This is an optimization exercise on Yosys and OpenROAD, whose aim is small area, not a production implementation. The RTL was checked by simulation tests, not by an equivalence proof against the original design. Power is estimated from default activity; no workload was simulated.

File: flow/flow/run.sh
#!/bin/bash
# Standard ORFS layout, with the port buffers that global placement inserts on
# every input and output made of the smallest buffer cell (buf_1) instead of
# the cell buffer_ports picks by default.
set -euo pipefail
export BUFFER_PORTS_ARGS="-buffer_cell sky130_fd_sc_hd__buf_1"
bash standard.sh finish > standard_flow.log 2>&1
File: flow/standard.sh
#!/bin/bash
# synth_recipe.tcl (not shown) runs the flow's synth.tcl, then flattens the netlist and writes it again
# the make line also repeats each setting of config.mk as NAME=value (left out here)
make -C /OpenROAD-flow-scripts/flow DESIGN_CONFIG=/design/flow/config.mk WORK_HOME=/design/flow/orfs CLKGATE_MAP_FILE= SYNTH_SCRIPT=/design/flow/synth_recipe.tcl "${@:-finish}"
File: flow/config.mk
export PLATFORM = sky130hd
export DESIGN_NAME = CPS_v3
export DESIGN_NICKNAME = CPS_v3
export VERILOG_FILES = /design/flow/design.v
export SDC_FILE = /design/flow/constraint.sdc
export NUM_CORES = 4
export LEC_CHECK = 0
export CAP_MARGIN = 20
export CORE_MARGIN = 2
export CORE_UTILIZATION = 20
export PLACE_DENSITY = 0.3
export SLEW_MARGIN = 20
export SYNTH_HIERARCHICAL = 1
export SYNTH_MINIMUM_KEEP_SIZE = 0
File: flow/constraint.sdc
create_clock -name core_clock -period 10.0 [get_ports {clk_i}]
set_input_delay 2.0000 -clock core_clock [delete_from_list [all_inputs] [get_ports {clk_i}]]
set_output_delay 2.0000 -clock core_clock [all_outputs]
set_load 0.01 [all_outputs]
File: flow/design.v
module CPS_v3
(	 
	input wire  			rst_i, clk_i,
	output reg  			vld_mem_o,
	input wire [383:0] 	doutb_bram12_i,
	input wire 				vld_i,
	input wire 				en_read_i,
	output reg 				rdy_o,
	output reg [6:0] 		addrb_bram12_o,
	input 					empty_i,
	output reg 				full_o,
	output reg 				wea_bram3_o,
	output reg [6:0] 		addra_bram3_o,
	output wire [383:0] 	dina_bram3_o,
	input [26:0] 			element_struct,
	input 					video_ACK_i);
	reg						read;
	reg						full_counter, start_counter;
	reg						write_counter;
	reg [127:0]				W, Y, Z;
	always @(negedge clk_i or posedge rst_i)
	begin
		if(rst_i)
		begin
			addrb_bram12_o	<= 0;
			rdy_o			<= 1'b1;
			read			<= 0;
		end
		else if( video_ACK_i )
		begin
			if( en_read_i )
			begin
				if( vld_i )
				begin
					rdy_o			<= 0;
					addrb_bram12_o	<= 0;
					read			<= 1'b1;
				end
				else
				begin
					rdy_o	<= 1'b1;
					if( addrb_bram12_o != 7'd127 )
						addrb_bram12_o	<= addrb_bram12_o + 1'b1;
					else
						read	<= 0;
				end
			end
			else
			begin
				addrb_bram12_o	<= 0;
				rdy_o			<= 1'b1;
				read			<= 1'b0;
			end
		end
	end
	wire [389:0] prow  = {3'b000, doutb_bram12_i, 3'b000};
	wire [389:0] prown = ~prow;
	wire [26:0]  e_n   = ~element_struct;
	wire c2   = (element_struct[8:0]  == 9'd0);
	wire c12  = (element_struct[17:0] == 18'd0);
	wire c012 = (element_struct       == 27'd0);
	wire load = read && addrb_bram12_o != 7'd0 && addrb_bram12_o != 7'd127;
	wire ld    = video_ACK_i & load;
	wire hold  = ~video_ACK_i;
	wire clr   = video_ACK_i & ~load;
	wire w_clr = clr & c2;
	wire y_clr = clr & c12;
	wire z_clr = clr & c012;
	wire [127:0] W_d, Y_d, Z_d;
	genvar g;
	generate
		for (g = 0; g < 128; g = g + 1)
		begin : col
			CPS_v3_col u_col (
				.p(prow[3*g+8:3*g]), .pn(prown[3*g+8:3*g]),
				.e(element_struct), .en(e_n),
				.ld(ld), .hold(hold),
				.w(W[g]), .w_clr(w_clr),
				.y(Y[g]), .y_clr(y_clr),
				.z(Z[g]), .z_clr(z_clr),
				.w_d(W_d[g]), .y_d(Y_d[g]), .z_d(Z_d[g]));
		end
	endgenerate
	always @(posedge clk_i or posedge rst_i)
	begin
		if(rst_i)
			write_counter	<= 0;
		else if( video_ACK_i )
			write_counter	<= load;
	end
	always @(posedge clk_i)
	begin
		W	<= W_d;
		Y	<= Y_d;
		Z	<= Z_d;
	end
	generate
		for (g = 0; g < 128; g = g + 1)
		begin : outp
			assign dina_bram3_o[3*g+2:3*g] = Z[g] ? element_struct[14:12] : 3'b111;
		end
	endgenerate
	always @(negedge clk_i or posedge rst_i)
	begin
		if(rst_i)
		begin
			addra_bram3_o	<= 0;
			wea_bram3_o		<= 0;
			full_o			<= 0;
			full_counter	<= 0;
			start_counter	<= 0;
			vld_mem_o		<= 0;
		end
		else if( video_ACK_i )
		begin
			if( ~empty_i )
			begin
				full_o			<= 0;
				addra_bram3_o	<= 0;
				start_counter	<= 0;
				full_counter	<= 0;
			end
			else
			begin
				if( addra_bram3_o == 7'd125 ) start_counter <= 1'b1;
				if( start_counter )
				begin
					if( full_counter )
					begin
						full_o		<= 1'b1;
						vld_mem_o	<= 1'b1;
					end
					else
						full_counter	<= 1'b1;
				end
				else
				begin
					full_o			<= 1'b0;
					full_counter	<= 0;
				end
			end
			wea_bram3_o	<= write_counter;
			if( write_counter )
				addra_bram3_o	<= addra_bram3_o + 1'b1;
		end
	end
endmodule
module CPS_v3_col
(
	input  [8:0]  p, pn,
	input  [26:0] e, en,
	input        ld, hold,
	input        w, w_clr,
	input        y, y_clr,
	input        z, z_clr,
	output       w_d, y_d, z_d);
	wire [26:0] pp  = {p, p, p};
	wire [26:0] ppn = {pn, pn, pn};
	wire [26:0] lit = (e | ppn) & (en | pp);
	wire m0 = &lit[26:18];
	wire m1 = &lit[17:9];
	wire m2 = &lit[8:0];
	assign w_d = (ld & m2)     | (hold & w) | w_clr;
	assign y_d = (ld & m1 & w) | (hold & y) | y_clr;
	assign z_d = (ld & m0 & y) | (hold & z) | z_clr;
endmodule
==> impl_results.md, run 1 <==
* Outcome: finished clean
* Die W at 495 um
* First-pass GRT wire length at 650000 um
* Final core area utilization at 24.8%
* Initial cell density of the core at 20.1%
* Total GRT Usage at 36.0%
* DR WL/cell at 40.6 um
* Vias/cell at 7.28
* Synth warnings at 7
* DP Worst Slack at 1.49 ns
* Post-CTS setup repair buffer count at 0
* DR iter-0 viols at 14258
* Worst min path class: register to register
* CTS Sinks at 406
* Worst-path clk slew at 0.06 ns
* Most frequent cells in the layout: 2944 x o22ai_1, 791 x buf_1, 775 x nor2_1, 528 x nand2_1, 513 x nor4_1
* #FFs+latches synth at 406
* Worst R2R Setup Slack at 1.46 ns
* 1st-pass router iterations at 9
* Fin. max-slew vios at 0
* WP data arrival at 9.19 ns
* Clock insertion delay at the later pin of the skew report at 0.75 ns
* Logic pwr share at 38.2%
* Drc violations at 0
* Final setup viols at 0
* Peak supply drop at 118 uV
* Critical Path Fanout Max at 48
* Die height at 495 um
* ANT nets after route at 0
* Total core area at 0.240 sq mm
* Gpl congestion at 0.871
* Most common cell after layout, fill and taps aside: o22ai_1
* Max-Cap Viols at 0
* Least-Margin Pin Slew at 1.33 ns
* Max_slew headroom at 11.5%
* Hold buffers post-CTS at 0
* Largest net degree at the start of global routing at 131
* RSZ-0062 raised after global routing: no
* Seq/Total Area, Yosys at 17.1%
* Num CTS Buffers at 72
* Path type of the worst setup path: register to register
* Sequential share of power at 22.7%
* Leakage Power at 0.0177 uW
* Hold Fails Final Rpt at 0
* CTS max path bufs at 3
* Vias at 84389
* Req. time, crit path at 10.65 ns
* CTS tree: built
* Min Hold Slack at 0.436 ns
* Row count at 180
* # IOs at 819
* Cell internal pwr at 3890 uW
* GRT Residual Overflow at 0
* Crit. End Element: register
* Clk network pwr share at 39.0%
* H-tree levels at 3
* Yosys cell types at 44
* Initial antenna violation count at 78
* Final #Nets at 8728
* Root buffer cell: clkbuf_16
* Layout cells sized above 1 at 7.50%
* Synth Instances at 7244
* Clk_skew at 0.0836 ns
* Post-CTS sizing at 0
* Die area at 0.245 sq mm
* Pwr Density at 120 mW/mm^2
* Worst setup margin at 1.46 ns
* Mapped Area at 0.0483 sq mm
* Switching Share at 46.0%
* Hpwl dp at 261000 um
* I/O Buffers at 818
* Vias in the first global route at 81574
* Syn avg cell area at 6.66 sq um
* Final WL at 470000 um
* Layout area overhead at 23.7%
* Setup TNS at 0 ns
* CP startpoint kind: register
* Net Sw Power at 3300 uW
==> flip-flops by register name (all words and copies together) (netlist names) <==
register and count:
W 128, Y 128, Z 128, addra_bram3_o 7, addrb_bram12_o 7, full_counter 1, full_o 1, rdy_o 1
read 1, start_counter 1, vld_mem_o 1, wea_bram3_o 1, write_counter 1
==> cell families (layout without fill, tap and decap cells) <==
logic type / count (synthesis) / in the layout / synth area share, %
buf+inv: 466 / 1550 / 3.64
simple gates: 2105 / 2105 / 19.9
mux: 5 / 5 / 0.111
fa+ha+maj: 4 / 4 / 0.104
other cells: 2 / 75 / 0.0156
flops: 406 / 406 / 17.1
compound gates: 4256 / 4256 / 59.2
==> Yosys stat by module, one instance, submodules excluded <==
module / cells / area, sq um / flip-flops and latches
CPS_v3: 1356 / 12100 / 406
CPS_v3_col: 46 / 283 / 0
==> path summary, 6_finish.rpt <==
check,startpoint,endpoint,cells past startpoint
min,vld_mem_o,vld_mem_o,1
max reg2reg,addrb_bram12_o[0],Z[98],10
max,addrb_bram12_o[0],Z[98],10
max in group asynchronous,rst_i,addra_bram3_o[5],2
min reg2reg,vld_mem_o,vld_mem_o,1
min in group asynchronous,rst_i,write_counter,2
==> metal layers <==
layer	GRT usage [%]	part of all wire (%)
met1	46.1	40
met2	52.7	42
met3	11.5	12
met4	20.3	5.9
met5	0.0587	0.082
==> power groups by stage <==
stage	sequential (uW)	combinational (uW)	clock [uW]
6_report	1640	2750	2810
5_1_grt	1640	2780	2890
4_1_cts	1630	2580	2870
3_5_place_dp	1670	2570	1.25
3_3_place_gp	1670	2570	1.25
2_1_floorplan	1670	1180	1.25
==> cells in the mapped netlist (all sizes together) <==
master / n / share of area, %
conb: 2 / 0.016
nand2: 528 / 4.1
o311ai: 1 / 0.018
nand3b: 1 / 0.016
inv: 419 / 3.3
nand3: 263 / 2.7
o22a: 128 / 2.3
o31ai: 256 / 6.6
dfstp: 1 / 0.054
nand4: 7 / 0.091
a41oi: 1 / 0.018
a31oi: 3 / 0.039
buf: 5 / 0.057
dfrtp: 1 / 0.052
a41o: 1 / 0.021
o2bb2ai: 1 / 0.018
nand2b: 2 / 0.026
dfxtp: 384 / 16
nor4: 516 / 6.7
clkbuf: 41 / 0.32
o211ai: 257 / 4.0
and3: 2 / 0.026
o21ai: 140 / 1.5
a311oi: 1 / 0.031
ha: 4 / 0.10
dfrtn: 20 / 1.0
clkinv: 1 / 0.0078
or3: 1 / 0.016
nor2: 776 / 6.0
mux2: 3 / 0.070
mux2i: 2 / 0.041
a21oi: 390 / 4.0
a22o: 5 / 0.091
and2: 2 / 0.026
and4: 1 / 0.018
o2111ai: 128 / 2.3
and2b: 1 / 0.016
o22ai: 2944 / 38
nor2b: 1 / 0.018
nor3: 4 / 0.041
==> critical path, cell delays in order (launching register included) <==
cell      delay, ns
dfrtn_1        0.45
inv_1          0.08
ha_1           0.21
nand3b_1       0.15
nor2b_2        0.26
and2_4         0.69
buf_4          0.70
o211ai_1       0.18
nor4_1         0.36
nand3_1        0.13
o31ai_2        0.18
==> area by class of cell <==
| class | instances | area [sq um] |
|---|---|---|
| tap | 3185 | 3990 |
| sequential | 406 | 8240 |
| clock inverter | 17 | 170 |
| clock buffer | 113 | 2270 |
| multi-input combinational | 6406 | 38400 |
| inverter | 419 | 1730 |
| antenna | 39 | 97.6 |
| fill | 27136 | 181000 |
| timing repair buffer | 1001 | 4770 |
==> through the flow <==
| stage | area, sq um | cells | total power [uW] |
|---|---|---|---|
| 6_report | 59700 | 11586 | 7190 |
| 5_1_grt | 59700 | 11571 | 7310 |
| 4_1_cts | 59600 | 11545 | 7080 |
| 3_5_place_dp | 57100 | 11416 | 4240 |
| 3_3_place_gp | 57100 | 11415 | 4240 |
| 2_1_floorplan | 48400 | 7278 | 2850 |
==> inputs of run 2 (changes only) <==
--- a/flow/design.v
+++ b/flow/design.v
@@ -60,7 +60,7 @@
 	wire c12  = (element_struct[17:0] == 18'd0);
 	wire c012 = (element_struct       == 27'd0);
 	wire load = read && addrb_bram12_o != 7'd0 && addrb_bram12_o != 7'd127;
-	wire ld    = video_ACK_i & load;
+	wire ld_n  = ~(video_ACK_i & load);
 	wire hold  = ~video_ACK_i;
 	wire clr   = video_ACK_i & ~load;
 	wire w_clr = clr & c2;
@@ -74,7 +74,7 @@
 			CPS_v3_col u_col (
 				.p(prow[3*g+8:3*g]), .pn(prown[3*g+8:3*g]),
 				.e(element_struct), .en(e_n),
-				.ld(ld), .hold(hold),
+				.ld_n(ld_n), .hold(hold),
 				.w(W[g]), .w_clr(w_clr),
 				.y(Y[g]), .y_clr(y_clr),
 				.z(Z[g]), .z_clr(z_clr),
@@ -149,7 +149,7 @@
 (
 	input  [8:0]  p, pn,
 	input  [26:0] e, en,
-	input        ld, hold,
+	input        ld_n, hold,
 	input        w, w_clr,
 	input        y, y_clr,
 	input        z, z_clr,
@@ -160,6 +160,7 @@
 	wire m0 = &lit[26:18];
 	wire m1 = &lit[17:9];
 	wire m2 = &lit[8:0];
+	wire ld = ~ld_n;
 	assign w_d = (ld & m2)     | (hold & w) | w_clr;
 	assign y_d = (ld & m1 & w) | (hold & y) | y_clr;
 	assign z_d = (ld & m0 & y) | (hold & z) | z_clr;
==> flow/flow/run.sh (replaced) <==
#!/bin/bash
# Standard ORFS layout, except:
#  - the column matcher CPS_v3_col is read as a hand-mapped gate-level module
#    (flow/col_gates.v, same function as the RTL module) instead of being
#    mapped by ABC; all registers stay in the top module and go through the
#    standard synthesis unchanged;
#  - the port buffers that global placement puts on every input and output
#    use the smallest buffer cell (buf_1).
set -euo pipefail
python3 flow/swap_col.py design.v flow/col_gates.v design_mapped.v > swap_col.log 2>&1
export BUFFER_PORTS_ARGS="-buffer_cell sky130_fd_sc_hd__buf_1"
bash standard.sh VERILOG_FILES="$PWD/design_mapped.v" finish > standard_flow.log 2>&1
==> flow/flow/col_gates.v (new file) <==
// Gate-level CPS_v3_col for sky130hd: one o22ai per compared bit (its output
// is high on a mismatch), NOR4/NOR2 trees, and a NAND/AOI stage that merges
// the load, hold and clear terms. Same function as CPS_v3_col in the RTL.
module CPS_v3_col
(
	input  [8:0]  p, pn,
	input  [26:0] e, en,
	input        ld_n, hold,
	input        w, w_clr,
	input        y, y_clr,
	input        z, z_clr,
	output       w_d, y_d, z_d);

	wire [26:0] pp  = {p, p, p};
	wire [26:0] ppn = {pn, pn, pn};
	wire [26:0] x;
	genvar k;
	generate
		for (k = 0; k < 27; k = k + 1)
		begin : lit
			sky130_fd_sc_hd__o22ai_1 u_x (.A1(e[k]), .A2(ppn[k]), .B1(en[k]), .B2(pp[k]), .Y(x[k]));
		end
	endgenerate

	wire [2:0] a, b, c, g, h;
	wire [2:0] hq = {z, y, w};
	wire [2:0] hc = {z_clr, y_clr, w_clr};
	wire [2:0] o;
	generate
		for (k = 0; k < 3; k = k + 1)
		begin : row
			sky130_fd_sc_hd__nor4_1 u_a (.A(x[9*k+0]), .B(x[9*k+1]), .C(x[9*k+2]), .D(x[9*k+3]), .Y(a[k]));
			sky130_fd_sc_hd__nor4_1 u_b (.A(x[9*k+4]), .B(x[9*k+5]), .C(x[9*k+6]), .D(x[9*k+7]), .Y(b[k]));
			sky130_fd_sc_hd__nor2_1 u_c (.A(x[9*k+8]), .B(ld_n), .Y(c[k]));
			sky130_fd_sc_hd__a21oi_1 u_h (.A1(hold), .A2(hq[k]), .B1(hc[k]), .Y(h[k]));
			sky130_fd_sc_hd__nand2_1 u_o (.A(g[k]), .B(h[k]), .Y(o[k]));
		end
	endgenerate
	sky130_fd_sc_hd__nand3_1 u_g0 (.A(a[0]), .B(b[0]), .C(c[0]), .Y(g[0]));
	sky130_fd_sc_hd__nand4_1 u_g1 (.A(a[1]), .B(b[1]), .C(c[1]), .D(w), .Y(g[1]));
	sky130_fd_sc_hd__nand4_1 u_g2 (.A(a[2]), .B(b[2]), .C(c[2]), .D(y), .Y(g[2]));
	assign w_d = o[0];
	assign y_d = o[1];
	assign z_d = o[2];
endmodule
==> flow/flow/swap_col.py (new file) <==
# Writes design_mapped.v: design.v with the RTL module CPS_v3_col replaced by
# the gate-level CPS_v3_col in flow/col_gates.v.
import re, sys
src = open(sys.argv[1]).read()
gates = open(sys.argv[2]).read()
m = re.search(r'^module CPS_v3_col\b.*?^endmodule\b', src, re.S | re.M)
if not m:
    sys.exit('CPS_v3_col not found in ' + sys.argv[1])
open(sys.argv[3], 'w').write(src[:m.start()] + src[m.end():] + '\n' + gates)
--- a/flow/config.mk
+++ b/flow/config.mk
@@ -6,9 +6,12 @@
 export NUM_CORES = 4
 export LEC_CHECK = 0
 export CAP_MARGIN = 20
+export CELL_PAD_IN_SITES_DETAIL_PLACEMENT = 1
+export CELL_PAD_IN_SITES_GLOBAL_PLACEMENT = 1
 export CORE_MARGIN = 2
-export CORE_UTILIZATION = 20
-export PLACE_DENSITY = 0.3
+export CORE_UTILIZATION = 30
+export CTS_BUF_LIST = sky130_fd_sc_hd__clkbuf_4 sky130_fd_sc_hd__clkbuf_8
+export PLACE_DENSITY = 0.5
 export SLEW_MARGIN = 20
 export SYNTH_HIERARCHICAL = 1
 export SYNTH_MINIMUM_KEEP_SIZE = 0
==> run 2 against run 1 <==
  * Combinational power shrank 4%
  * Clock power decreased by 14%
  * Clock skew rose by 0.061 ns
  * Core utilization increased by 12 points
  * Still clean on timing, DRC and antenna
  * Global-route usage is 13 points higher
  * Highest routed layer unchanged
  * Routed wire length is 14% lower
  * Die area is 37% lower
  * Largest power group is now combinational logic
==> impl_results.md, run 2 <==
* Outcome: finished clean (unchanged)
* Max_slew headroom at 14.0% (was 11.5%)
* WP data arrival at 6.54 ns (was 9.19 ns)
* RSZ-0062 raised after global routing: no (unchanged)
* Most frequent cells in the layout: 3456 x o22ai_1, 791 x buf_1, 784 x nand2_1, 769 x nor4_1, 392 x inv_1 (was 2944 x o22ai_1, 791 x buf_1, 775 x nor2_1, 528 x nand2_1, 513 x nor4_1)
* Max-Cap Viols at 0 (unchanged)
* Row count at 142 (was 180)
* Final WL at 403000 um (was 470000 um)
* Hold buffers post-CTS at 0 (unchanged)
* Die height at 394 um (was 495 um)
* Cell internal pwr at 3650 uW (was 3890 uW)
* Ys flop type: dfxtp_1 (unchanged)
* Total core area at 0.150 sq mm (was 0.240 sq mm)
* Die W at 394 um (was 495 um)
* I/O Buffers at 818 (unchanged)
* Post-CTS sizing at 0 (unchanged)
* Net Sw Power at 3060 uW (was 3300 uW)
* Final #Nets at 8598 (was 8728)
* Worst-path clk slew at 0.04 ns (was 0.06 ns)
* Peak supply drop at 93.6 uV (was 118 uV)
* Fraction of registers with async set/reset at 5.42% (unchanged)
* EDFF count, synth at 0 (unchanged)
* CTS tree: built (unchanged)
* Worst setup margin at 1.46 ns (about the same)
* CP startpoint kind: register (unchanged)
* Req. time, crit path at 8.00 ns (was 10.65 ns)
* Layout area overhead at 21.2% (was 23.7%)
* Worst min path class: register to register (unchanged)
* #FFs+latches synth at 406 (unchanged)
* Most common cell after layout, fill and taps aside: o22ai_1 (unchanged)
* H-tree levels at 3 (unchanged)
* Sequential share of power at 24.4% (was 22.7%)
* GRT Residual Overflow at 0 (unchanged)
* Syn avg cell area at 6.40 sq um (was 6.66 sq um)
* CP Buf/Inv Count at 1 (was 2)
* Top Family by Delay on Critical Path: flip-flops (was simple AND/OR/NAND/NOR gates)
* Largest net degree at the start of global routing at 163 (was 131)
* Post-synth top area share at 47.5% (was 38.2%)
* Root buffer cell: clkbuf_8 (was clkbuf_16)
* DP Worst Slack at 1.56 ns (was 1.49 ns)
* Leakage Power at 0.0182 uW (was 0.0177 uW)
* Path type of the worst setup path: register to output pin (was register to register)
* Clock insertion delay at the later pin of the skew report at 0.89 ns (was 0.75 ns)
* Post-CTS setup repair buffer count at 0 (unchanged)
* Vias in the first global route at 81947 (was 81574)
* Crit. End Element: output pin (was register)
* Vias/cell at 8.05 (was 7.28)
* Final setup viols at 0 (unchanged)
* Gpl congestion at 0.909 (was 0.871)
* Placed Area at 0.0528 sq mm (was 0.0571 sq mm)
* Num CTS Buffers at 96 (was 72)
* Seq/Total Area, Yosys at 18.1% (was 17.1%)
* Yosys cell types at 41 (was 44)
* Pwr Density at 122 mW/mm^2 (was 120 mW/mm^2)
* Setup TNS at 0 ns (unchanged)
* 1st-pass router iterations at 7 (was 9)
* Hold Fails Final Rpt at 0 (unchanged)
* Die area at 0.155 sq mm (was 0.245 sq mm)
* Worst path cell trace: buf_1 (was inv_1 > ha_1 > nand3b_1 > nor2b_2 > and2_4 > buf_4 > o211ai_1 > nor4_1 > nand3_1 > o31ai_2)
* Biggest regs: W: 128 flops, Y: 128 flops, Z: 128 flops (unchanged)
* Hpwl dp at 223000 um (was 261000 um)
* ANT nets after route at 0 (unchanged)
* DR iter-0 viols at 15908 (was 14258)
* Synth area leaders: o22ai_1 47%, dfxtp_1 17%, nor4_1 11%, nand2_1 6.5%, a21oi_1 4.3% (was o22ai_1 38%, dfxtp_1 16%, nor4_1 6.7%, o31ai_2 6.6%, nor2_1 6.0%)
* Mapped Area at 0.0455 sq mm (was 0.0483 sq mm)
* Placed insts at 10095 (was 11416)
* Fin cells at 10343 (was 11586)
* Initial cell density of the core at 30.3% (was 20.1%)
* Clk network pwr share at 36.1% (was 39.0%)
* Final Cell Area at 0.0552 sq mm (was 0.0597 sq mm)
* First-pass GRT wire length at 578000 um (was 650000 um)
* Critical path depth at 1 (was 10)
* Vias at 83230 (was 84389)
* Least-Margin Pin Slew at 1.29 ns (was 1.33 ns)
* Switching Share at 45.6% (was 46.0%)
* DR WL/cell at 38.9 um (was 40.6 um)
* Synth warnings at 7 (unchanged)
* CTS max path bufs at 3 (unchanged)
* Min Hold Slack at 0.419 ns (was 0.436 ns)
* Layout cells sized above 1 at 4.92% (was 7.50%)
* Total GRT Usage at 48.5% (was 36.0%)
* Clk_skew at 0.145 ns (was 0.0836 ns)
* Synth Instances at 7116 (was 7244)
* CTS Sinks at 406 (unchanged)
* Hold Path Stages at 1 (unchanged)
* Initial antenna violation count at 109 (was 78)
* Commonest cells post-synth: 3456 x o22ai_1, 785 x nand2_1, 771 x nor4_1 (was 2944 x o22ai_1, 776 x nor2_1, 528 x nand2_1)
* FF-to-FF path depth at 9 (was 10)
* Max incr delay on CP at 0.57 ns (was 0.70 ns)
* Most common cell in the netlist: o22ai_1 (unchanged)
* Leading area contributor after synthesis: o22ai_1 (unchanged)
* Logic pwr share at 39.5% (was 38.2%)
* Fin. max-slew vios at 0 (unchanged)
* Critical Path Fanout Max at 9 (was 48)
* # IOs at 819 (unchanged)
* Drc violations at 0 (unchanged)
* Slowest-stage cell, CP: dfrtn_1 (was buf_4)
[run 2: through the flow]
step           power (uW)  utilization, %
6_report             6710            36.7
5_1_grt              6810            36.7
3_3_place_gp         4100            35.1
3_5_place_dp         4120            35.1
2_1_floorplan        2920               -
4_1_cts              6530            36.6
[run 2: logic make-up (layout without fill, tap and decap cells)]
kind of cell | after synthesis | after routing | synth area share, %
compound gates | 3872 | 3872 | 52.2
mux | 5 | 5 | 0.118
simple gates | 2361 | 2361 | 25.6
fa+ha+maj | 4 | 4 | 0.110
buf+inv | 466 | 1573 | 3.86
flops | 406 | 406 | 18.1
other cells | 2 | 106 | 0.0165
[run 2: worst paths after layout]
check,startpoint,slack (ns),endpoint
worst min register to register,vld_mem_o,0.42,vld_mem_o
worst max register to register,addrb_bram12_o[1],2.02,Z[10]
worst min-delay path,vld_mem_o,0.42,vld_mem_o
max in group asynchronous,rst_i,3.11,start_counter
worst max-delay path,addrb_bram12_o[3],1.46,addrb_bram12_o[3]
min in group asynchronous,rst_i,1.30,write_counter
[run 2: power by group through the flow]
stage | Combinational (uW) | Sequential, uW | Clock, uW
2_1_floorplan | 1250 | 1670 | 1.25
3_3_place_gp | 2420 | 1670 | 1.25
3_5_place_dp | 2450 | 1670 | 1.25
4_1_cts | 2460 | 1630 | 2440
5_1_grt | 2690 | 1640 | 2490
6_report | 2650 | 1630 | 2420
[run 2: final cells by class]
type	count	area (sq um)
inverters	419	1730
flip-flops and latches	406	8240
clock buffers	152	1950
diodes	70	175
clock inverters	27	254
fillers	19904	95100
well taps	2016	2520
repair buffers	975	4580
multi-input cells	6278	35700
[run 2: modules after synthesis (local to each module, per instance)]
module      cells inside  flops+latches
CPS_v3              1356            406
CPS_v3_col            45              0
[run 2: metal layers]
metal / GRT usage [%] / share of wire, %
met3: 18.2 / 15
met4: 30.9 / 6.8
met2: 69.9 / 41
met5: 0 / 0.13
met1: 60.4 / 37
==> inputs of run 3 (changes only) <==
--- a/flow/design.v
+++ b/flow/design.v
@@ -71,7 +71,7 @@
 	generate
 		for (g = 0; g < 128; g = g + 1)
 		begin : col
-			CPS_v3_col u_col (
+			CPS_v3_col #(.EDGE(g == 0 ? 1 : g == 127 ? 2 : 0)) u_col (
 				.p(prow[3*g+8:3*g]), .pn(prown[3*g+8:3*g]),
 				.e(element_struct), .en(e_n),
 				.ld_n(ld_n), .hold(hold),
@@ -146,6 +146,9 @@
 	end
 endmodule
 module CPS_v3_col
+#(
+	parameter EDGE = 0
+)
 (
 	input  [8:0]  p, pn,
 	input  [26:0] e, en,
@@ -154,9 +157,10 @@
 	input        y, y_clr,
 	input        z, z_clr,
 	output       w_d, y_d, z_d);
+	localparam [26:0] OUT = EDGE == 1 ? {3{9'b000_000_111}} : EDGE == 2 ? {3{9'b111_000_000}} : 27'd0;
 	wire [26:0] pp  = {p, p, p};
 	wire [26:0] ppn = {pn, pn, pn};
-	wire [26:0] lit = (e | ppn) & (en | pp);
+	wire [26:0] lit = ((e | ppn) & (en | pp) & ~OUT) | (~e & OUT);
 	wire m0 = &lit[26:18];
 	wire m1 = &lit[17:9];
 	wire m2 = &lit[8:0];
--- a/flow/flow/col_gates.v
+++ b/flow/flow/col_gates.v
@@ -1,7 +1,11 @@
 // Gate-level CPS_v3_col for sky130hd: one o22ai per compared bit (its output
 // is high on a mismatch), NOR4/NOR2 trees, and a NAND/AOI stage that merges
-// the load, hold and clear terms. Same function as CPS_v3_col in the RTL.
+// the load, hold and clear terms. Same function as CPS_v3_col in the RTL,
+// including its EDGE parameter.
 module CPS_v3_col
+#(
+	parameter EDGE = 0
+)
 (
 	input  [8:0]  p, pn,
 	input  [26:0] e, en,
@@ -18,7 +22,15 @@
 	generate
 		for (k = 0; k < 27; k = k + 1)
 		begin : lit
-			sky130_fd_sc_hd__o22ai_1 u_x (.A1(e[k]), .A2(ppn[k]), .B1(en[k]), .B2(pp[k]), .Y(x[k]));
+			// a window pixel outside the row is 0: its bits mismatch where e is 1
+			if ((EDGE == 1 && k % 9 < 3) || (EDGE == 2 && k % 9 >= 6))
+			begin : out
+				assign x[k] = e[k];
+			end
+			else
+			begin : in
+				sky130_fd_sc_hd__o22ai_1 u_x (.A1(e[k]), .A2(ppn[k]), .B1(en[k]), .B2(pp[k]), .Y(x[k]));
+			end
 		end
 	endgenerate
 
--- a/flow/config.mk
+++ b/flow/config.mk
@@ -10,7 +10,9 @@
 export CELL_PAD_IN_SITES_GLOBAL_PLACEMENT = 1
 export CORE_MARGIN = 2
 export CORE_UTILIZATION = 30
-export CTS_BUF_LIST = sky130_fd_sc_hd__clkbuf_4 sky130_fd_sc_hd__clkbuf_8
+export CTS_BUF_LIST = sky130_fd_sc_hd__clkbuf_8
+export CTS_CLUSTER_DIAMETER = 80
+export CTS_CLUSTER_SIZE = 14
 export PLACE_DENSITY = 0.5
 export SLEW_MARGIN = 20
 export SYNTH_HIERARCHICAL = 1
==> run 3 against run 2 <==
  * Clock power down 22%
  * Still clean
  * Sequential power about the same
  * Routed wire length up 2.3%
  * Critical path depth unchanged
  * Core utilization down 0.66 points
  * Die area down 0.26%
  * Setup slack worse by 0.026 ns
  * Final area down 1.9%
  * Critical path type unchanged
  * Total power down 7.7%
  * Clock skew up 0.065 ns
  * Clock-buffer cell count down 89
==> impl_results.md, run 3 <==
* Outcome: finished clean (unchanged)
* FF-to-FF path depth at 9 (unchanged)
* Die area at 0.154 sq mm (was 0.155 sq mm)
* Clk_skew at 0.210 ns (was 0.145 ns)
* Pwr Density at 114 mW/mm^2 (was 122 mW/mm^2)
* Req. time, crit path at 8.00 ns (about the same)
* Crit. End Element: output pin (unchanged)
* Critical Path Fanout Max at 9 (unchanged)
* Die W at 393 um (was 394 um)
* Final setup viols at 0 (unchanged)
* Clock insertion delay at the later pin of the skew report at 0.96 ns (was 0.89 ns)
* Max_slew headroom at 12.9% (was 14.0%)
* Slowest-stage cell, CP: dfrtn_1 (unchanged)
* Synth Instances at 7096 (was 7116)
* Total power at 6190 uW (was 6710 uW)
* Vias/cell at 8.18 (was 8.05)
* Syn avg cell area at 6.40 sq um (about the same)
* Final WL at 412000 um (was 403000 um)
* H-tree levels at 2 (was 3)
* Multi-input gate area at 0.0355 sq mm (was 0.0357 sq mm)
* Peak supply drop at 122 uV (was 93.6 uV)
* Vias at 83705 (was 83230)
* CTS Sinks at 406 (unchanged)
* Vias in the first global route at 81307 (was 81947)
* Layout area overhead at 19.2% (was 21.2%)
* I/O Buffers at 818 (unchanged)
* DP Worst Slack at 1.26 ns (was 1.56 ns)
* Biggest regs: W: 128 flops, Y: 128 flops, Z: 128 flops (unchanged)
* Max incr delay on CP at 0.60 ns (was 0.57 ns)
* Root buffer cell: clkbuf_8 (unchanged)
* # IOs at 819 (unchanged)
* Most common cell after layout, fill and taps aside: o22ai_1 (unchanged)
* Total GRT Usage at 50.0% (was 48.5%)
* Worst-path clk slew at 0.07 ns (was 0.04 ns)
* Sequential Area at 0.00824 sq mm (unchanged)
* Hpwl dp at 226000 um (was 223000 um)
* Largest net degree at the start of global routing at 162 (was 163)
* Layout cells sized above 1 at 4.05% (was 4.92%)
* Most frequent cells in the layout: 3438 x o22ai_1, 791 x buf_1, 784 x nand2_1, 770 x nor4_1, 396 x inv_1 (was 3456 x o22ai_1, 791 x buf_1, 784 x nand2_1, 769 x nor4_1, 392 x inv_1)
* Worst setup margin at 1.43 ns (was 1.46 ns)
* First-pass GRT wire length at 583000 um (was 578000 um)
* Least-Margin Pin Slew at 1.31 ns (was 1.29 ns)
* Hold Fails Final Rpt at 0 (unchanged)
* Hold Path Stages at 1 (unchanged)
* DR iter-0 viols at 16186 (was 15908)
* Leakage Power at 0.0176 uW (was 0.0182 uW)
* Synth warnings at 7 (unchanged)
* Final core area utilization at 36.0% (was 36.7%)
* WP data arrival at 6.57 ns (was 6.54 ns)
* Path type of the worst setup path: register to output pin (unchanged)
* ANT nets after route at 0 (unchanged)
* Mapped Area at 0.0454 sq mm (was 0.0455 sq mm)
* Critical path depth at 1 (unchanged)
* Die height at 393 um (was 394 um)
* 1st-pass router iterations at 7 (unchanged)
* Gpl congestion at 0.943 (was 0.909)
* CP startpoint kind: register (unchanged)
* CTS tree: built (unchanged)
* GRT Residual Overflow at 0 (unchanged)
* Num CTS Buffers at 60 (was 96)
* Initial cell density of the core at 30.2% (was 30.3%)
* Max-Cap Viols at 0 (unchanged)
* Top Family by Delay on Critical Path: flip-flops (unchanged)
* Hold buffers post-CTS at 0 (unchanged)
* Fin. max-slew vios at 0 (unchanged)
* Drc violations at 0 (unchanged)
* Post-CTS setup repair buffer count at 0 (unchanged)
* DR WL/cell at 40.2 um (was 38.9 um)
* CTS max path bufs at 3 (unchanged)
* Final #Nets at 8503 (was 8598)
* Row count at 142 (unchanged)
* Filler cell count in the final layout at 19827 (was 19904)
* Total core area at 0.150 sq mm (about the same)
* CP Buf/Inv Count at 1 (unchanged)
* Initial antenna violation count at 121 (was 109)
* RSZ-0062 raised after global routing: no (unchanged)
* Post-CTS sizing at 0 (unchanged)
* Worst path cell trace: buf_1 (unchanged)
* Worst min path class: register to register (unchanged)
run 3: cell type report:
type,instances,area share (%)
multi-input cells,6224,65.5
flip-flops and latches,406,15.2
repair buffers,970,8.33
well taps,2016,4.66
inverters,419,3.20
clock buffers,63,1.60
clock inverters,50,1.05
diodes,86,0.398
run 3: power by group:
part / switching (uW) / internal [uW]
logic: 2000 / 674
registers: 8.20 / 1620
clock network: 1060 / 829
run 3: final timing paths:
kind	start	endpoint	slack, ns
max reg2reg	addrb_bram12_o[1]	Z[60]	2.08
max	addrb_bram12_o[3]	addrb_bram12_o[3]	1.43
min in group asynchronous	rst_i	write_counter	1.29
max in group asynchronous	rst_i	addra_bram3_o[5]	3.13
min reg2reg	vld_mem_o	vld_mem_o	0.42
min	vld_mem_o	vld_mem_o	0.42
run 3: stage by stage:
step,setup TNS [ns],instances,cell area [sq um],hold WS (ns)
6_report,0,10234,54100,0.423
2_1_floorplan,-37.30,7096,45400,0.435
3_3_place_gp,0,10035,52400,0.414
5_1_grt,0,10213,54100,0.454
3_5_place_dp,0,10035,52400,0.422
4_1_cts,0,10147,53900,0.423
run 3: layer usage:
metal	GRT usage (%)	vias to the layer above	wire length [um]
met4	35.1	88	32000
met2	71.4	8430	167000
met3	18.9	2573	62300
li1	-	32810	-
met1	61.4	39804	150000
met5	0.638	-	632
run 3: worst reg2reg max path, stage by stage (launching register included):
cell	delay, ns
dfrtn_1	0.49
ha_2	0.26
nand4_1	0.18
o21ai_0	0.34
nor2b_2	0.16
nand2_8	0.49
buf_12	0.49
nor2_1	0.14
nand4_1	0.34
nand2_1	0.09
==> inputs of run 4 (changes only) <==
==> flow/config.mk (replaced) <==
export PLATFORM = sky130hd
export DESIGN_NAME = CPS_v3
export DESIGN_NICKNAME = CPS_v3
export VERILOG_FILES = /design/flow/design.v
export SDC_FILE = /design/flow/constraint.sdc
export NUM_CORES = 4
export LEC_CHECK = 0
export CAP_MARGIN = 10
export CELL_PAD_IN_SITES_DETAIL_PLACEMENT = 1
export CELL_PAD_IN_SITES_GLOBAL_PLACEMENT = 1
export CORE_MARGIN = 2
export CORE_UTILIZATION = 35
export CTS_BUF_LIST = sky130_fd_sc_hd__clkbuf_8
export CTS_CLUSTER_DIAMETER = 70
export CTS_CLUSTER_SIZE = 12
export PLACE_DENSITY = 0.55
export SLEW_MARGIN = 10
export SYNTH_HIERARCHICAL = 1
export SYNTH_MINIMUM_KEEP_SIZE = 0
==> run 4 against run 3 <==
  * Routed wire length shrank 4.7%
  * Cell count shrank 2.6%
  * Via count is 1.5% higher
  * Critical path type unchanged
  * Synthesized area is the same
  * Still clean
  * Setup slack improved by 0.070 ns
  * Global-route usage up 5.6 points
  * Final area shrank 0.20%
  * Register-to-register slack got worse by 0.21 ns
  * Combinational power about the same
  * Sequential power hardly changed
  * Largest power group unchanged
  * Flip-flop and latch count unchanged
  * Synthesized cell count did not move
==> impl_results.md, run 4 <==
* Layout cells sized above 1 at 4.23% (was 4.05%)
* DR iter-0 viols at 19947 (was 16186)
* Path type of the worst setup path: register to output pin (unchanged)
* DR WL/cell at 39.3 um (was 40.2 um)
* Crit. End Element: output pin (unchanged)
* Req. time, crit path at 8.00 ns (about the same)
* Syn avg cell area at 6.40 sq um (unchanged)
* # IOs at 819 (unchanged)
* Total GRT Usage at 55.6% (was 50.0%)
* First-pass GRT wire length at 561000 um (was 583000 um)
* Pwr Density at 118 mW/mm^2 (was 114 mW/mm^2)
* Hold Fails Final Rpt at 0 (unchanged)
* Vias at 84963 (was 83705)
* GRT Residual Overflow at 0 (unchanged)
* Final #Nets at 8513 (was 8503)
* Initial cell density of the core at 35.2% (was 30.2%)
* Least-Margin Pin Slew at 1.32 ns (was 1.31 ns)
* Post-CTS setup repair buffer count at 0 (unchanged)
* I/O Buffers at 818 (unchanged)
* Worst path cell trace: buf_1 (unchanged)
* Worst-path clk slew at 0.06 ns (was 0.07 ns)
* Worst min path class: register to register (unchanged)
* Max incr delay on CP at 0.58 ns (was 0.60 ns)
* Reg-to-Reg End: Z[72] (was Z[60])
* Slowest-stage cell, CP: dfrtn_1 (unchanged)
* Worst R2R Setup Slack at 1.87 ns (was 2.08 ns)
* Synth Instances at 7096 (unchanged)
* Clock insertion delay at the later pin of the skew report at 0.87 ns (was 0.96 ns)
* Fin. max-slew vios at 0 (unchanged)
* Layout area overhead at 18.9% (was 19.2%)
* WP data arrival at 6.50 ns (was 6.57 ns)
* Hpwl dp at 210000 um (was 226000 um)
* CTS Sinks at 406 (unchanged)
* CP startpoint: addrb_bram12_o[3] (unchanged)
* Peak supply drop at 100 uV (was 122 uV)
* Die W at 364 um (was 393 um)
* Initial antenna violation count at 125 (was 121)
* Biggest regs: W: 128 flops, Y: 128 flops, Z: 128 flops (unchanged)
* Top Family by Delay on Critical Path: flip-flops (unchanged)
* Critical Path Fanout Max at 9 (unchanged)
* H-tree levels at 3 (was 2)
* Crit Reg-Reg Startpoint: addrb_bram12_o[1] (unchanged)
* Most frequent cells in the layout: 3438 x o22ai_1, 791 x buf_1, 784 x nand2_1, 770 x nor4_1, 398 x inv_1 (was 3438 x o22ai_1, 791 x buf_1, 784 x nand2_1, 770 x nor4_1, 396 x inv_1)
* Total core area at 0.129 sq mm (was 0.150 sq mm)
* Post-CTS sizing at 0 (unchanged)
* FF-to-FF path depth at 8 (was 9)
* Num CTS Buffers at 73 (was 60)
* Drc violations at 0 (unchanged)
* CP startpoint kind: register (unchanged)
* Row count at 132 (was 142)
* Outcome: finished clean (unchanged)
* CTS max path bufs at 3 (unchanged)
* CP Buf/Inv Count at 1 (unchanged)
* Hold buffers post-CTS at 0 (unchanged)
* Mapped Area at 0.0454 sq mm (unchanged)
* Final core area utilization at 41.8% (was 36.0%)
* Total power at 6380 uW (was 6190 uW)
* Vias in the first global route at 81790 (was 81307)
* Synth warnings at 7 (unchanged)
* Root buffer cell: clkbuf_8 (unchanged)
* Clk_skew at 0.159 ns (was 0.210 ns)
* ANT nets after route at 0 (unchanged)
* RSZ-0062 raised after global routing: no (unchanged)
* Vias/cell at 8.52 (was 8.18)
* CTS tree: built (unchanged)
* Gpl congestion at 0.947 (was 0.943)
* Max_slew headroom at 11.8% (was 12.9%)
* Leakage Power at 0.0177 uW (was 0.0176 uW)
* Die area at 0.133 sq mm (was 0.154 sq mm)
* 1st-pass router iterations at 14 (was 7)
* Critical Path End: addrb_bram12_o[3] (unchanged)
* Final WL at 392000 um (was 412000 um)
* Max-Cap Viols at 0 (unchanged)
* Most common cell after layout, fill and taps aside: o22ai_1 (unchanged)
* Die height at 364 um (was 393 um)
* Filler cell count in the final layout at 17481 (was 19827)
* Largest net degree at the start of global routing at 153 (was 162)
* Final setup viols at 0 (unchanged)
* Critical path depth at 1 (unchanged)
-- run 4: routing by layer --
layer / vias up / global-route usage, % / part of all wire (%)
met5: - / 0.617 / 0.16
met3: 3139 / 26.5 / 18
li1: 32795 / - / -
met1: 39444 / 66.7 / 34
met4: 98 / 42.1 / 8.7
met2: 9487 / 75.8 / 39
-- run 4: area by class of cell --
type                            instances  area (sq um)  share of cell area, %
Antenna cell                           80           200                  0.371
Clock buffer                           82          1130                   2.09
Clock inverter                         52           589                   1.09
Inverter                              419          1730                   3.21
Multi-Input combinational cell       6224         35500                   65.7
Sequential cell                       406          8240                   15.3
Tap cell                             1742          2180                   4.04
Timing Repair Buffer                  967          4470                   8.27
-- run 4: worst min path at each step --
stage / from / end / depth (start not counted) / slack [ns]
after floorplan: full_counter / full_counter / 2 / 0.44
after global placement: vld_mem_o / vld_mem_o / 1 / 0.41
after global routing: vld_mem_o / vld_mem_o / 1 / 0.45
after CTS: vld_mem_o / vld_mem_o / 1 / 0.44
after detailed placement: vld_mem_o / vld_mem_o / 1 / 0.44
final: vld_mem_o / vld_mem_o / 1 / 0.43
-- run 4: power by group --
part / switching (uW) / internal [uW]
Clock: 1060 / 1030
Sequential: 8.24 / 1620
Combinational: 1980 / 673
Total: 3050 / 3330
-- run 4: stage by stage --
stage          area, sq um  hold slack [ns]  TNS, ns  setup slack (ns)  instances
2_1_floorplan        45400            0.435   -37.30            -0.291       7096
3_3_place_gp         52100            0.413        0              1.55       9759
3_5_place_dp         52100            0.440        0              1.52       9759
4_1_cts              53800            0.445        0              1.46       9892
5_1_grt              54000            0.448        0              1.45       9958
6_report             54000            0.434        0              1.50       9972
==> inputs of run 5 (changes only) <==
--- a/flow/flow/run.sh
+++ b/flow/flow/run.sh
@@ -5,8 +5,9 @@
 #    mapped by ABC; all registers stay in the top module and go through the
 #    standard synthesis unchanged;
 #  - the port buffers that global placement puts on every input and output
-#    use the smallest buffer cell (buf_1).
+#    use the smallest buffer cell (buf_1);
 set -euo pipefail
 python3 flow/swap_col.py design.v flow/col_gates.v design_mapped.v > swap_col.log 2>&1
 export BUFFER_PORTS_ARGS="-buffer_cell sky130_fd_sc_hd__buf_1"
+export CTS_ARGS="-sink_clustering_enable -repair_clock_nets -buf_list sky130_fd_sc_hd__clkbuf_8 -sink_clustering_size 14 -sink_clustering_max_diameter 80 -dont_use_dummy_load"
 bash standard.sh VERILOG_FILES="$PWD/design_mapped.v" finish > standard_flow.log 2>&1
--- a/flow/config.mk
+++ b/flow/config.mk
@@ -11,8 +11,8 @@
 export CORE_MARGIN = 2
 export CORE_UTILIZATION = 35
 export CTS_BUF_LIST = sky130_fd_sc_hd__clkbuf_8
-export CTS_CLUSTER_DIAMETER = 70
-export CTS_CLUSTER_SIZE = 12
+export CTS_CLUSTER_DIAMETER = 80
+export CTS_CLUSTER_SIZE = 14
 export PLACE_DENSITY = 0.55
 export SLEW_MARGIN = 10
 export SYNTH_HIERARCHICAL = 1
==> run 5 against run 4 <==
  * Final area shrank 1.8%
  * Sequential share of layout area rose by 0.29 points
  * Die area is the same
  * Total power shrank 13%
  * Sequential power is essentially flat
  * Critical endpoint unchanged
  * Largest cell class unchanged
  * Highest routed layer unchanged
==> impl_results.md, run 5 <==
* Hpwl dp at 210000 um (unchanged)
* Crit. End Element: output pin (unchanged)
* H-tree levels at 2 (was 3)
* Num CTS Buffers at 52 (was 73)
* Fin. max-slew vios at 0 (unchanged)
* Req. time, crit path at 8.00 ns (about the same)
* RSZ-0062 raised after global routing: no (unchanged)
* Clk network pwr share at 23.3% (was 32.8%)
* Net Sw Power at 2820 uW (was 3050 uW)
* Leakage Power at 0.0172 uW (was 0.0177 uW)
* Vias at 84732 (was 84963)
* CTS tree: built (unchanged)
* Initial antenna violation count at 126 (was 125)
* Clock insertion delay at the later pin of the skew report at 0.92 ns (was 0.87 ns)
* Worst min path class: register to register (unchanged)
* Max_slew headroom at 10.3% (was 11.8%)
* CP startpoint kind: register (unchanged)
* Outcome: finished clean (unchanged)
* Post-CTS setup repair buffer count at 0 (unchanged)
* Critical Path Fanout Max at 9 (unchanged)
* Logic pwr share at 47.5% (was 41.6%)
* Mapped Area at 0.0454 sq mm (unchanged)
* Final WL at 390000 um (was 392000 um)
* DR WL/cell at 39.4 um (was 39.3 um)
* WP data arrival at 6.52 ns (was 6.50 ns)
* Synth warnings at 7 (unchanged)
* Final setup viols at 0 (unchanged)
* Root buffer cell: clkbuf_8 (unchanged)
* Total core area at 0.129 sq mm (unchanged)
* Max incr delay on CP at 0.60 ns (was 0.58 ns)
* Most frequent cells in the layout: 3438 x o22ai_1, 791 x buf_1, 784 x nand2_1, 770 x nor4_1, 392 x inv_1 (was 3438 x o22ai_1, 791 x buf_1, 784 x nand2_1, 770 x nor4_1, 398 x inv_1)
* DP Worst Slack at 1.52 ns (unchanged)
* First-pass GRT wire length at 560000 um (was 561000 um)
* Least-Margin Pin Slew at 1.35 ns (was 1.32 ns)
* Sequential Area at 0.00824 sq mm (unchanged)
* Final #Nets at 8492 (was 8513)
* CP Buf/Inv Count at 1 (unchanged)
* Pwr Density at 105 mW/mm^2 (was 118 mW/mm^2)
* Most common cell after layout, fill and taps aside: o22ai_1 (unchanged)
* Top Family by Delay on Critical Path: flip-flops (unchanged)
* Placed Area at 0.0521 sq mm (unchanged)
* Die W at 364 um (unchanged)
* Hold Fails Final Rpt at 0 (unchanged)
* Worst setup margin at 1.48 ns (was 1.50 ns)
* Syn avg cell area at 6.40 sq um (unchanged)
* Clk_skew at 0.210 ns (was 0.159 ns)
* DR iter-0 viols at 20354 (was 19947)
* Switching Share at 50.6% (was 47.8%)
* Path type of the worst setup path: register to output pin (unchanged)
* Die area at 0.133 sq mm (unchanged)
* Peak supply drop at 106 uV (was 100 uV)
* Layout cells sized above 1 at 3.35% (was 4.23%)
* Biggest regs: W: 128 flops, Y: 128 flops, Z: 128 flops (unchanged)
* Hold buffers post-CTS at 0 (unchanged)
* ANT nets after route at 0 (unchanged)
* Drc violations at 0 (unchanged)
* Gpl congestion at 0.947 (unchanged)
* Post-CTS sizing at 0 (unchanged)
* Slowest-stage cell, CP: dfrtn_1 (unchanged)
* Sequential share of power at 29.3% (was 25.6%)
* CTS Sinks at 406 (unchanged)
* Worst path cell trace: buf_1 (unchanged)
* Worst-path clk slew at 0.12 ns (was 0.06 ns)
* Multi-input gate area at 0.0355 sq mm (unchanged)
* Max-Cap Viols at 0 (unchanged)
* Layout area overhead at 16.7% (was 18.9%)
* Final Cell Area at 0.0530 sq mm (was 0.0540 sq mm)
* Row count at 132 (unchanged)
* Filler cell count in the final layout at 17515 (was 17481)
* Largest net degree at the start of global routing at 153 (unchanged)
* Total GRT Usage at 55.2% (was 55.6%)
* Cell internal pwr at 2760 uW (was 3330 uW)
* Die height at 364 um (unchanged)
* Initial cell density of the core at 35.2% (unchanged)
* Vias in the first global route at 81550 (was 81790)
* CTS max path bufs at 3 (unchanged)
* Synth Instances at 7096 (unchanged)
* I/O Buffers at 818 (unchanged)
* Vias/cell at 8.57 (was 8.52)
* # IOs at 819 (unchanged)
* 1st-pass router iterations at 17 (was 14)
* GRT Residual Overflow at 0 (unchanged)
## run 5: changes by cell type in the layout (fill, tap and decap cells not counted), sizes merged
cell and change:
diode +1, bufinv -10, clkinv -10, clkbuf -30, inv -18, clkinvlp -13
## run 5: tightest hold or removal path: cells and delay by family, from the launching register on
family	cells	cell delay, ns
flops	1	0.32
simple gates	2	0.13
## run 5: area by class of cell
cell class	count	area share, %
Antenna cell	81	0.382
Clock buffer	52	1.35
Clock inverter	1	0.00708
Inverter	419	3.27
Multi-Input combinational cell	6224	66.9
Sequential cell	406	15.5
Tap cell	1742	4.11
Timing Repair Buffer	967	8.42
## run 5: per-layer routing
metal | up-vias | share of wire [%] | wire length (um) | GRT usage (%)
met5 | - | 0.15 | 588 | 1.13
met4 | 92 | 8.9 | 34700 | 41.2
met3 | 3139 | 18 | 68500 | 25.6
met2 | 9538 | 39 | 152000 | 76.1
met1 | 39262 | 34 | 134000 | 66.2
li1 | 32701 | - | - | -
## run 5: path summary, 6_finish.rpt
kind / startpoint / to / slack, ns / depth (start not counted)
setup / recovery: addrb_bram12_o[3] / addrb_bram12_o[3] / 1.48 / 1
hold / removal: Y[82] / Z[82] / 0.39 / 2
setup reg to reg: addrb_bram12_o[1] / Z[25] / 1.89 / 8
hold reg to reg: Y[82] / Z[82] / 0.39 / 2
max in group asynchronous: rst_i / addrb_bram12_o[4] / 3.10 / 2
min in group asynchronous: rst_i / write_counter / 1.32 / 2
## run 5: power groups by stage
stage	combinational [uW]	sequential [uW]	clock [uW]
final	2650	1630	1300
after global routing	2650	1630	1340
after CTS	2420	1630	1280
after detailed placement	2410	1670	1.25
after global placement	2370	1670	1.25
after floorplan	1240	1670	1.25
## run 5: stage by stage
stage | hold slack [ns] | power [uW] | TNS [ns] | std cells | utilization, %
final | 0.386 | 5580 | 0 | 9892 | 41.0
after global routing | 0.403 | 5620 | 0 | 9883 | 41.0
after CTS | 0.409 | 5330 | 0 | 9811 | 40.9
after detailed placement | 0.440 | 4080 | 0 | 9759 | 40.3
after global placement | 0.413 | 4050 | 0 | 9759 | 40.3
after floorplan | 0.435 | 2910 | -37.30 | 7096 | -
==> inputs of run 6 (changes only) <==
--- a/flow/config.mk
+++ b/flow/config.mk
@@ -9,11 +9,11 @@
 export CELL_PAD_IN_SITES_DETAIL_PLACEMENT = 1
 export CELL_PAD_IN_SITES_GLOBAL_PLACEMENT = 1
 export CORE_MARGIN = 2
-export CORE_UTILIZATION = 35
+export CORE_UTILIZATION = 40
 export CTS_BUF_LIST = sky130_fd_sc_hd__clkbuf_8
 export CTS_CLUSTER_DIAMETER = 80
 export CTS_CLUSTER_SIZE = 14
-export PLACE_DENSITY = 0.55
+export PLACE_DENSITY = 0.6
 export SLEW_MARGIN = 10
 export SYNTH_HIERARCHICAL = 1
 export SYNTH_MINIMUM_KEEP_SIZE = 0
==> run 6 against run 5 <==
  * Clock power fell by 3%
  * Register-to-register slack got worse by 0.07 ns
  * Clock-buffer cell count down 3
  * First-iteration DRC count grew 8.4%
  * Largest power group unchanged
  * Cell count is 2.5% lower
  * Critical path type unchanged
  * Clock skew fell by 0.075 ns
==> impl_results.md, run 6 <==
* Outcome: finished clean (unchanged)
* DR iter-0 viols at 22059 (was 20354)
* CP startpoint kind: register (unchanged)
* Final setup viols at 0 (unchanged)
* WP data arrival at 6.50 ns (was 6.52 ns)
* Logic pwr share at 47.6% (was 47.5%)
* Leakage Power at 0.0171 uW (was 0.0172 uW)
* Hold Fails Final Rpt at 0 (unchanged)
* CP Buf/Inv Count at 1 (unchanged)
* Clock insertion delay at the later pin of the skew report at 0.85 ns (was 0.92 ns)
* RSZ-0062 raised after global routing: no (unchanged)
* Fin. max-slew vios at 0 (unchanged)
* Drc violations at 0 (unchanged)
* Vias in the first global route at 82534 (was 81550)
* Max-Cap Viols at 0 (unchanged)
* Hpwl dp at 198000 um (was 210000 um)
* Row count at 123 (was 132)
* Clk network pwr share at 22.8% (was 23.3%)
* Biggest regs: W: 128 flops, Y: 128 flops, Z: 128 flops (unchanged)
* # IOs at 819 (unchanged)
* 1st-pass router iterations at 17 (unchanged)
* Die height at 341 um (was 364 um)
* DR WL/cell at 38.8 um (was 39.4 um)
* Net Sw Power at 2790 uW (was 2820 uW)
* Slowest-stage cell, CP: dfrtn_1 (unchanged)
* Num CTS Buffers at 49 (was 52)
* Vias/cell at 8.89 (was 8.57)
* Post-CTS setup repair buffer count at 0 (unchanged)
* Vias at 85769 (was 84732)
* Initial antenna violation count at 125 (was 126)
* Switching Share at 50.6% (about the same)
* I/O Buffers at 818 (unchanged)
* Layout cells sized above 1 at 3.06% (was 3.35%)
* Path type of the worst setup path: register to output pin (unchanged)
* Syn avg cell area at 6.40 sq um (unchanged)
* Peak supply drop at 101 uV (was 106 uV)
* Critical Path Fanout Max at 8 (was 9)
* Hold buffers post-CTS at 0 (unchanged)
* Worst min path class: register to register (unchanged)
* Final #Nets at 8467 (was 8492)
* Worst path cell trace: buf_1 (unchanged)
* H-tree levels at 2 (unchanged)
* Worst-path clk slew at 0.07 ns (was 0.12 ns)
* CTS max path bufs at 3 (unchanged)
* Max incr delay on CP at 0.57 ns (was 0.60 ns)
* Sequential share of power at 29.6% (was 29.3%)
* CTS Sinks at 406 (unchanged)
* Least-Margin Pin Slew at 1.42 ns (was 1.35 ns)
* Mapped Area at 0.0454 sq mm (unchanged)
* Cell internal pwr at 2730 uW (was 2760 uW)
* Most frequent cells in the layout: 3438 x o22ai_1, 791 x buf_1, 784 x nand2_1, 769 x nor4_1, 392 x inv_1 (was 3438 x o22ai_1, 791 x buf_1, 784 x nand2_1, 770 x nor4_1, 392 x inv_1)
* Min Hold Slack at 0.428 ns (was 0.386 ns)
* Top Family by Delay on Critical Path: flip-flops (unchanged)
* Largest net degree at the start of global routing at 161 (was 153)
* Max_slew headroom at 5.47% (was 10.3%)
* Root buffer cell: clkbuf_8 (unchanged)
* Layout area overhead at 15.7% (was 16.7%)
* Pwr Density at 105 mW/mm^2 (about the same)
* First-pass GRT wire length at 541000 um (was 560000 um)
* Final WL at 374000 um (was 390000 um)
* Initial cell density of the core at 40.4% (was 35.2%)
* Post-CTS sizing at 0 (unchanged)
* Die W at 341 um (was 364 um)
* GRT Residual Overflow at 0 (unchanged)
* Synth warnings at 7 (unchanged)
* Most common cell after layout, fill and taps aside: o22ai_1 (unchanged)
* Die area at 0.116 sq mm (was 0.133 sq mm)
* ANT nets after route at 0 (unchanged)
* Total core area at 0.112 sq mm (was 0.129 sq mm)
* Crit. End Element: output pin (unchanged)
* Synth Instances at 7096 (unchanged)
* Total GRT Usage at 60.1% (was 55.2%)
* CTS tree: built (unchanged)
* Clk_skew at 0.135 ns (was 0.210 ns)
* Setup TNS at 0 ns (unchanged)
* Req. time, crit path at 8.00 ns (about the same)
* Gpl congestion at 0.971 (was 0.947)
run 6: worst paths after layout:
check                                        from           endpoint  slack (ns)  cells after the start
max in group asynchronous                   rst_i  addrb_bram12_o[6]        3.12                      2
worst max register to register  addrb_bram12_o[1]              Z[25]        1.82                      8
worst max-delay path            addrb_bram12_o[5]  addrb_bram12_o[5]        1.50                      1
worst min-delay path                    vld_mem_o          vld_mem_o        0.43                      1
min in group asynchronous                   rst_i      write_counter        1.32                      2
worst min register to register          vld_mem_o          vld_mem_o        0.43                      1
run 6: per-layer routing:
layer | vias up | share of wire [%] | track usage (%)
met5 | - | 0.15 | 1.18
met2 | 10378 | 38 | 80.8
met3 | 3856 | 19 | 32.0
li1 | 32661 | - | -
met4 | 74 | 10 | 48.8
met1 | 38800 | 32 | 69.7
run 6: through the flow:
stage | cells | utilization, % | instance area (sq um) | setup WS (ns) | total power (uW)
2_1_floorplan | 7096 | - | 45400 | -0.291 | 2910
5_1_grt | 9608 | 46.6 | 52400 | 1.47 | 5510
3_3_place_gp | 9495 | 45.9 | 51600 | 1.22 | 3990
6_report | 9646 | 46.7 | 52500 | 1.50 | 5510
4_1_cts | 9544 | 46.5 | 52300 | 1.49 | 5220
3_5_place_dp | 9495 | 45.9 | 51600 | 1.25 | 4030
run 6: power groups by stage:
stage	sequential [uW]	clock (uW)	combinational, uW
after floorplan	1670	1.25	1240
after global placement	1670	1.25	2320
after detailed placement	1670	1.25	2360
after CTS	1630	1220	2370
after global routing	1630	1270	2610
final	1630	1260	2620
run 6: area by class of cell:
cell class	instances	area, sq um
fillers	15595	60000
multi-input cells	6224	35500
flip-flops and latches	406	8240
repair buffers	945	4290
well taps	1500	1880
inverters	419	1730
clock buffers	49	674
diodes	102	255
clock inverters	1	3.75
==> inputs of run 7 (changes only) <==
==> flow/config.mk (replaced) <==
export PLATFORM = sky130hd
export DESIGN_NAME = CPS_v3
export DESIGN_NICKNAME = CPS_v3
export VERILOG_FILES = /design/flow/design.v
export SDC_FILE = /design/flow/constraint.sdc
export NUM_CORES = 4
export LEC_CHECK = 0
export CAP_MARGIN = 20
export CELL_PAD_IN_SITES_DETAIL_PLACEMENT = 1
export CELL_PAD_IN_SITES_GLOBAL_PLACEMENT = 1
export CORE_MARGIN = 2
export CORE_UTILIZATION = 30
export CTS_BUF_LIST = sky130_fd_sc_hd__clkbuf_8
export CTS_CLUSTER_DIAMETER = 80
export CTS_CLUSTER_SIZE = 14
export PLACE_DENSITY = 0.5
export SLEW_MARGIN = 20
export SYNTH_HIERARCHICAL = 1
export SYNTH_MINIMUM_KEEP_SIZE = 0
==> run 7 against run 6 <==
  * Largest cell class unchanged
  * Cell count is 5.5% higher
  * Via count down 2.5%
  * Global-route usage down 10 points
  * Hold slack got worse by 0.0085 ns
  * Total power rose by 3.6%
  * Combinational power is 2% higher
  * Non-clock buffer count increased by 25
  * Sequential power hardly changed
  * Flip-flop and latch count is the same
  * Die area increased by 33%
  * Synthesized cell count unchanged
  * Setup slack got worse by 0.058 ns
==> impl_results.md, run 7 <==
* Outcome: finished clean (unchanged)
* Worst min path class: register to register (unchanged)
* I/O Buffers at 818 (unchanged)
* Most frequent cells in the layout: 3438 x o22ai_1, 791 x buf_1, 784 x nand2_1, 770 x nor4_1, 392 x inv_1 (was 3438 x o22ai_1, 791 x buf_1, 784 x nand2_1, 769 x nor4_1, 392 x inv_1)
* Critical path depth at 1 (unchanged)
* First-pass GRT wire length at 583000 um (was 541000 um)
* DR WL/cell at 40.5 um (was 38.8 um)
* GRT Residual Overflow at 0 (unchanged)
* Total core area at 0.150 sq mm (was 0.112 sq mm)
* Max_slew headroom at 13.3% (was 5.47%)
* CTS max path bufs at 3 (unchanged)
* Vias/cell at 8.22 (was 8.89)
* Hpwl dp at 226000 um (was 198000 um)
* CTS Sinks at 406 (unchanged)
* H-tree levels at 2 (unchanged)
* Max incr delay on CP at 0.60 ns (was 0.57 ns)
* Least-Margin Pin Slew at 1.30 ns (was 1.42 ns)
* 1st-pass router iterations at 7 (was 17)
* CP startpoint kind: register (unchanged)
* Vias in the first global route at 81128 (was 82534)
* Mapped Area at 0.0454 sq mm (unchanged)
* Num CTS Buffers at 60 (was 49)
* Biggest regs: W: 128 flops, Y: 128 flops, Z: 128 flops (unchanged)
* Top Family by Delay on Critical Path: flip-flops (unchanged)
* Initial cell density of the core at 30.2% (was 40.4%)
* Hold Fails Final Rpt at 0 (unchanged)
* WP data arrival at 6.56 ns (was 6.50 ns)
* Fin. max-slew vios at 0 (unchanged)
* Row count at 142 (was 123)
* Die W at 393 um (was 341 um)
* Die height at 393 um (was 341 um)
* Total GRT Usage at 50.0% (was 60.1%)
* Final #Nets at 8503 (was 8467)
* Pwr Density at 107 mW/mm^2 (was 105 mW/mm^2)
* Hold Path Stages at 1 (unchanged)
* Initial antenna violation count at 122 (was 125)
* RSZ-0062 raised after global routing: no (unchanged)
* Setup TNS at 0 ns (unchanged)
* Die area at 0.154 sq mm (was 0.116 sq mm)
* Peak supply drop at 119 uV (was 101 uV)
* Layout cells sized above 1 at 3.48% (was 3.06%)
* ANT nets after route at 0 (unchanged)
* Root buffer cell: clkbuf_8 (unchanged)
* Req. time, crit path at 8.00 ns (about the same)
* Worst path cell trace: buf_1 (unchanged)
* Most common cell after layout, fill and taps aside: o22ai_1 (unchanged)
* Post-CTS sizing at 0 (unchanged)
* Worst setup margin at 1.44 ns (was 1.50 ns)
* Path type of the worst setup path: register to output pin (unchanged)
* Final WL at 412000 um (was 374000 um)
* Max-Cap Viols at 0 (unchanged)
* Synth warnings at 7 (unchanged)
* Hold buffers post-CTS at 0 (unchanged)
* Final setup viols at 0 (unchanged)
* Synth Instances at 7096 (unchanged)
* Post-CTS setup repair buffer count at 0 (unchanged)
* Clock insertion delay at the later pin of the skew report at 0.94 ns (was 0.85 ns)
* CTS tree: built (unchanged)
* # IOs at 819 (unchanged)
* Crit. End Element: output pin (unchanged)
* Worst-path clk slew at 0.06 ns (was 0.07 ns)
* Clk_skew at 0.207 ns (was 0.135 ns)
* DP Worst Slack at 1.26 ns (was 1.25 ns)
* DR iter-0 viols at 16301 (was 22059)
* Gpl congestion at 0.943 (was 0.971)
* Largest net degree at the start of global routing at 162 (was 161)
* FF-to-FF path depth at 9 (was 8)
* Syn avg cell area at 6.40 sq um (unchanged)
* CP Buf/Inv Count at 1 (unchanged)
* Vias at 83606 (was 85769)
* Drc violations at 0 (unchanged)
* Slowest-stage cell, CP: dfrtn_1 (unchanged)
* Critical Path Fanout Max at 9 (was 8)
* Layout area overhead at 17.8% (was 15.7%)
* Leakage Power at 0.0173 uW (was 0.0171 uW)
* Final core area utilization at 35.6% (was 46.7%)
[run 7: changes by cell type in the layout (fill, tap and decap cells not counted), sizes merged]
cell    delta
diode     -22
buf       +25
clkbuf    +11
[run 7: per-layer routing]
metal	part of all wire, %	GRT usage [%]	wire [um]	vias up
li1	-	-	-	32766
met1	37	61.6	150000	39721
met2	41	71.7	167000	8427
met3	15	18.9	62200	2608
met4	7.6	34.1	31400	84
met5	0.13	0	535	-
[run 7: worst paths after layout]
kind	startpoint	end	slack, ns
max reg2reg	addrb_bram12_o[1]	Z[60]	2.02
max	addrb_bram12_o[3]	addrb_bram12_o[3]	1.44
min in group asynchronous	rst_i	write_counter	1.30
max in group asynchronous	rst_i	addrb_bram12_o[2]	3.13
min reg2reg	vld_mem_o	vld_mem_o	0.42
min	vld_mem_o	vld_mem_o	0.42
[run 7: power breakdown]
group	total, uW	internal (uW)	switching [uW]	leakage (uW)
sequential	1630	1620	8.22	0.00339
combinational	2670	674	2000	0.0135
clock	1410	526	879	0.000437
total	5710	2830	2890	0.0173
[run 7: through the flow]
| stage | power, uW | hold slack [ns] | cell area (sq um) | instances |
|---|---|---|---|---|
| final | 5710 | 0.419 | 53500 | 10176 |
| after global routing | 5770 | 0.453 | 53500 | 10160 |
| after CTS | 5510 | 0.423 | 53300 | 10095 |
| after global placement | 4110 | 0.414 | 52400 | 10035 |
| after floorplan | 2910 | 0.435 | 45400 | 7096 |
| after detailed placement | 4140 | 0.422 | 52400 | 10035 |
[run 7: layout make-up]
type / count / area [sq um]
Clock inverter: 1 / 3.75
Inverter: 419 / 1730
Timing Repair Buffer: 970 / 4510
Fill cell: 19855 / 96600
Tap cell: 2016 / 2520
Multi-Input combinational cell: 6224 / 35500
Clock buffer: 60 / 826
Sequential cell: 406 / 8240
Antenna cell: 80 / 200
